Source: an optimization exercise on an open RTL-to-GDS flow (aim: small area and a short achievable clock period). Production flows keep margins and buffers that such runs may drop. RTL that was checked went through simulation tests only; none was proved equivalent to the original.

Design conv2d, start of the top module:
module conv2d (clk, reset, valid_in, data_in, kernel_in, load_kernel_done, data_out, valid_out, lf_done);
==> flow/config.mk <==
export PLATFORM = sky130hd
export DESIGN_NAME = conv2d
export DESIGN_NICKNAME = conv2d
export VERILOG_FILES = /design/flow/design.v
export SDC_FILE = /design/flow/constraint.sdc
export NUM_CORES = 8
export LEC_CHECK = 0
export ABC_AREA = 1
export CAP_MARGIN = 50
export CORE_MARGIN = 2
export CORE_UTILIZATION = 50
export CTS_CLUSTER_DIAMETER = 80
export CTS_CLUSTER_SIZE = 20
export PLACE_DENSITY = 0.62
export SETUP_SLACK_MARGIN = 5
export SLEW_MARGIN = 65
==> flow/constraint.sdc <==
create_clock -name core_clock -period 11.0 [get_ports {clk}]
set_input_delay 2.2000 -clock core_clock [delete_from_list [all_inputs] [get_ports {clk}]]
set_output_delay 2.2000 -clock core_clock [all_outputs]
set_load 0.01 [all_outputs]
standard.sh (not shown) runs the stock make flow with config.mk's settings and CLKGATE_MAP_FILE= SYNTH_SCRIPT=/design/flow/synth_recipe.tcl, a recipe that flattens the netlist after the stock synthesis.
==> flow/flow/run.sh <==
#!/bin/bash
# Own layout flow: the standard flow (standard.sh) on all steps, with
# - a full-adder polarity pass at the start of floorplan (flow/pol.tcl) that
#   removes inverters Yosys's full-adder extraction leaves between adder cells,
# - port buffers of type buf_4 (the default picks a slow delay cell),
# - clock tree synthesis without dummy loads, with 20-sink clusters,
# - timing repair allowed to resize cells across footprints, aimed at a setup
#   target tighter than the 11 ns clock needs, so the achieved period improves.
# Each step's full log stays in orfs/logs/; make's own output goes to make.log.
set -euo pipefail
bash standard.sh MATCH_CELL_FOOTPRINT=0 SETUP_SLACK_MARGIN=7.5 \
  "PRE_FLOORPLAN_TCL=$PWD/flow/pol.tcl" \
  "BUFFER_PORTS_ARGS=-buffer_cell sky130_fd_sc_hd__buf_4" \
  "CTS_ARGS=-sink_clustering_enable -repair_clock_nets -dont_use_dummy_load -sink_clustering_size 20 -sink_clustering_max_diameter 80" \
  finish > make.log 2>&1
Other scripts of this flow, unchanged in this note and not shown: flow/flow/pol.tcl
Next try:
Settings changed: CORE_UTILIZATION 50 to 58, PLACE_DENSITY 0.62 to 0.69.
After rerunning: Routed wire length decreases by 2.0%; worst setup slack is worse by 0.012 ns; die area goes down by 14%; synthesized area stays the same; fmax is lower by 0.33%; register-to-register slack stays flat; final cell count fell by 2.9%; final area drops by 0.84%; non-clock buffer count goes down by 81.
Next try:
--- a/flow/flow/run.sh
+++ b/flow/flow/run.sh
@@ -9,5 +9,5 @@
 # Each step's full log stays in orfs/logs/; make's own output goes to make.log.
 set -euo pipefail
-bash standard.sh MATCH_CELL_FOOTPRINT=0 SETUP_SLACK_MARGIN=7.5 \
+bash standard.sh MATCH_CELL_FOOTPRINT=0 SETUP_SLACK_MARGIN=7.7 \
   "PRE_FLOORPLAN_TCL=$PWD/flow/pol.tcl" \
   "BUFFER_PORTS_ARGS=-buffer_cell sky130_fd_sc_hd__buf_4" \
Settings changed: CORE_UTILIZATION 58 to 50, PLACE_DENSITY 0.69 to 0.62.
Result: The changed run completed without violations. Die area grows by about a fifth. Global-route usage shrinks by 4.0 points. Wire length grows by a few percent. Worst setup slack improves by 0.0075 ns.
Next try:
--- a/flow/flow/run.sh
+++ b/flow/flow/run.sh
@@ -9,5 +9,5 @@
 # Each step's full log stays in orfs/logs/; make's own output goes to make.log.
 set -euo pipefail
-bash standard.sh MATCH_CELL_FOOTPRINT=0 SETUP_SLACK_MARGIN=7.7 \
+bash standard.sh MATCH_CELL_FOOTPRINT=0 SETUP_SLACK_MARGIN=7.4 \
   "PRE_FLOORPLAN_TCL=$PWD/flow/pol.tcl" \
   "BUFFER_PORTS_ARGS=-buffer_cell sky130_fd_sc_hd__buf_4" \
Settings changed: CAP_MARGIN 50 to 20, CORE_UTILIZATION 50 to 55, PLACE_DENSITY 0.62 to 0.66, SLEW_MARGIN 65 to 30.
First-iteration DRC count increases by 12%.
Synthesized cell count is unchanged.
Wire length decreases by 1.2%.
Design area decreases by 2.5%.
Final cell count decreases by 1.6%.
Worst setup slack gets better by 0.031 ns.
Global-route usage increases by 3.3 points.
Sequential share of layout area increases by 0.95 points.

== the reference run ==
Another version of the RTL of conv2d (not shown whole).
Size in the first run: about 36000 cells after synthesis, about 5800 flip-flops, ~340000 um^2 of cells after synthesis.
Settings: LEC_CHECK=0, ABC_AREA=1, CAP_MARGIN=50, CORE_MARGIN=2, CORE_UTILIZATION=50, PLACE_DENSITY=0.62, SETUP_SLACK_MARGIN=5, SLEW_MARGIN=65; clock period 11.0 ns.
run.sh (not shown) runs the stock make flow with config.mk's settings and CLKGATE_MAP_FILE= SYNTH_SCRIPT=/design/flow/synth_recipe.tcl, a recipe that flattens the netlist after the stock synthesis.
Stock flow here: none of the scripts above is used.
The inputs of the trial run differ from those of the reference run as listed below.
==> flow/flow/run.sh (new file) <==
#!/bin/bash
# Own layout flow: the standard flow (standard.sh) on all steps, with
# - port buffers of type buf_4 (the default picks a slow delay cell),
# - timing repair allowed to resize cells across footprints, aimed at a setup
#   target tighter than the 11 ns clock needs, so the achieved period improves.
# Each step's full log stays in orfs/logs/; make's own output goes to make.log.
set -euo pipefail
bash standard.sh MATCH_CELL_FOOTPRINT=0 SETUP_SLACK_MARGIN=6.6 \
  "BUFFER_PORTS_ARGS=-buffer_cell sky130_fd_sc_hd__buf_4" finish > make.log 2>&1
==> flow/standard.sh (new file) <==
#!/bin/bash
# synth_recipe.tcl (not shown) runs the flow's synth.tcl, then flattens the netlist and writes it again
# the make line also repeats each setting of config.mk as NAME=value (left out here)
make -C /OpenROAD-flow-scripts/flow DESIGN_CONFIG=/design/flow/config.mk WORK_HOME=/design/flow/orfs CLKGATE_MAP_FILE= SYNTH_SCRIPT=/design/flow/synth_recipe.tcl "${@:-finish}"
removed: flow/run.sh
- Against the reference run, the trial run comes in 2.2% higher on post-route met1 wirelength.
- Compared the trial run against the reference run; design area within noise.
No functional check of the RTL was part of any run of this note.

conv2d with an RTL version that a note above also has.
Size in the first run: ~37000 cells after synthesis, ~340000 µm² of cells after synthesis.
clock: 11.0 ns
lec_check: 0
abc_area: 1
cap_margin: 50
core_margin: 2
core_utilization: 50
cts_cluster_diameter: 80
cts_cluster_size: 20
place_density: 0.62
setup_slack_margin: 5
slew_margin: 65
standard.sh (not shown) runs the stock make flow with config.mk's settings and CLKGATE_MAP_FILE= SYNTH_SCRIPT=/design/flow/synth_recipe.tcl, a recipe that flattens the netlist after the stock synthesis.
==> flow/flow/run.sh <==
#!/bin/bash
# Own layout flow: the standard flow (standard.sh) on all steps, with
# - a full-adder polarity pass at the start of floorplan (flow/pol.tcl) that
#   removes inverters Yosys's full-adder extraction leaves between adder cells,
# - port buffers of type buf_4 (the default picks a slow delay cell),
# - clock tree synthesis without dummy loads, with 20-sink clusters,
# - timing repair allowed to resize cells across footprints, aimed at a setup
#   target tighter than the 11 ns clock needs, so the achieved period improves.
# Each step's full log stays in orfs/logs/; make's own output goes to make.log.
set -euo pipefail
bash standard.sh MATCH_CELL_FOOTPRINT=0 SETUP_SLACK_MARGIN=7.0 \
  "PRE_FLOORPLAN_TCL=$PWD/flow/pol.tcl" \
  "BUFFER_PORTS_ARGS=-buffer_cell sky130_fd_sc_hd__buf_4" \
  "CTS_ARGS=-sink_clustering_enable -repair_clock_nets -dont_use_dummy_load -sink_clustering_size 20 -sink_clustering_max_diameter 80" \
  finish > make.log 2>&1
Other scripts of this flow, unchanged in this note and not shown: flow/flow/pol.tcl
==> next run, changes <==
--- a/flow/flow/run.sh
+++ b/flow/flow/run.sh
@@ -6 +5,0 @@
-# - clock tree synthesis without dummy loads, with 20-sink clusters,
@@ -13,3 +12 @@
-  "BUFFER_PORTS_ARGS=-buffer_cell sky130_fd_sc_hd__buf_4" \
-  "CTS_ARGS=-sink_clustering_enable -repair_clock_nets -dont_use_dummy_load -sink_clustering_size 20 -sink_clustering_max_diameter 80" \
-  finish > make.log 2>&1
+  "BUFFER_PORTS_ARGS=-buffer_cell sky130_fd_sc_hd__buf_4" finish > make.log 2>&1
CORE_UTILIZATION = 62   (was 50)
PLACE_DENSITY = 0.72   (was 0.62)
The new run completed without violations.
Cell count decreases by 3.5%.
Register-to-register slack degrades by 150 ps.
Maximum frequency came out lower by 3.6%.
==> next run, changes <==
--- a/flow/flow/run.sh
+++ b/flow/flow/run.sh
@@ -5,0 +6 @@
+# - clock tree synthesis without dummy loads, with 20-sink clusters,
@@ -10 +11 @@
-bash standard.sh MATCH_CELL_FOOTPRINT=0 SETUP_SLACK_MARGIN=7.0 \
+bash standard.sh MATCH_CELL_FOOTPRINT=0 SETUP_SLACK_MARGIN=7.4 \
@@ -12 +13,3 @@
-  "BUFFER_PORTS_ARGS=-buffer_cell sky130_fd_sc_hd__buf_4" finish > make.log 2>&1
+  "BUFFER_PORTS_ARGS=-buffer_cell sky130_fd_sc_hd__buf_4" \
+  "CTS_ARGS=-sink_clustering_enable -repair_clock_nets -dont_use_dummy_load -sink_clustering_size 20 -sink_clustering_max_diameter 80" \
+  finish > make.log 2>&1
CORE_UTILIZATION = 55   (was 62)
PLACE_DENSITY = 0.66   (was 0.72)
Effect:
- first-iteration DRC count went down by 11%
- final area went up by 0.63%
- clock skew went up by 48 ps
- count of clock-buffer cells in the layout went down by 123
- via count went down by about 1.4%
- sequential share of layout area went down by 0.22 points
- hold slack gets worse by 19 ps
- cell count went up by about 2.2%
==> next run, changes <==
--- a/flow/flow/run.sh
+++ b/flow/flow/run.sh
@@ -11 +11 @@
-bash standard.sh MATCH_CELL_FOOTPRINT=0 SETUP_SLACK_MARGIN=7.4 \
+bash standard.sh MATCH_CELL_FOOTPRINT=0 SETUP_SLACK_MARGIN=7.3 \
CORE_UTILIZATION = 50   (was 55)
PLACE_DENSITY = 0.62   (was 0.66)
What happened: Worst hold slack is about the same; final area stays flat; first-iteration DRC count is lower by a little under a tenth; wire length barely changes; utilization is lower by 5.5 points; cell count is higher slightly.

[re-timing with driven ports]
How much do the figures lean on ideal ports? The routed layouts below were timed once more, with nothing changed but the port constraints. Step 1: set_driving_cell puts a clkbuf_16 on clk and a buf_2 on each other input, an assumption about the parent block. Step 2, shift: input delay + t, output delay - t, t = (earliest + latest rising clock arrival at the registers) / 2. This alone moves slack from input paths to output paths. Three values: ideal ports, drivers, drivers and shift; two values: the first two.
run | t, ns | setup WS [ns] | hold WS [ns] | worst setup path after step 2 | pins driven straight from the clock port
the first run of note 1 | 1.180 | 7.298 / 7.153 / 7.502 | 0.294 / 0.294 / 0.294 | register to register | 1
the second run of note 1 | 1.191 | 7.286 / 7.151 / 7.500 | 0.282 / 0.282 / 0.282 | register to register | 1
the third run of note 1 | 1.183 | 7.294 / 7.150 / 7.403 | 0.292 / 0.292 / 0.292 | register to register | 1
the fourth run of note 1 | 1.182 | 7.325 / 7.186 / 7.334 | 0.288 / 0.288 / 0.288 | register to register | 1
the reference run | 1.265 | 6.244 / 6.244 / 6.244 | 0.311 / 0.311 / 0.311 | register to register | 1
the trial run | 1.247 | 6.831 / 6.831 / 6.831 | 0.310 / 0.310 / 0.310 | register to register | 1
the first run of note 3 | 1.179 | 7.064 / 7.064 / 7.064 | 0.293 / 0.293 / 0.293 | register to register | 1
the second run of note 3 | 1.204 | 6.918 / 6.918 / 6.918 | 0.312 / 0.312 / 0.312 | register to register | 1
the third run of note 3 | 1.177 | 7.316 / 7.178 / 7.402 | 0.292 / 0.292 / 0.292 | register to register | 1
the fourth run of note 3 | 1.175 | 7.300 / 7.157 / 7.338 | 0.293 / 0.293 / 0.293 | register to register | 1
After both steps every run listed still meets setup and hold.
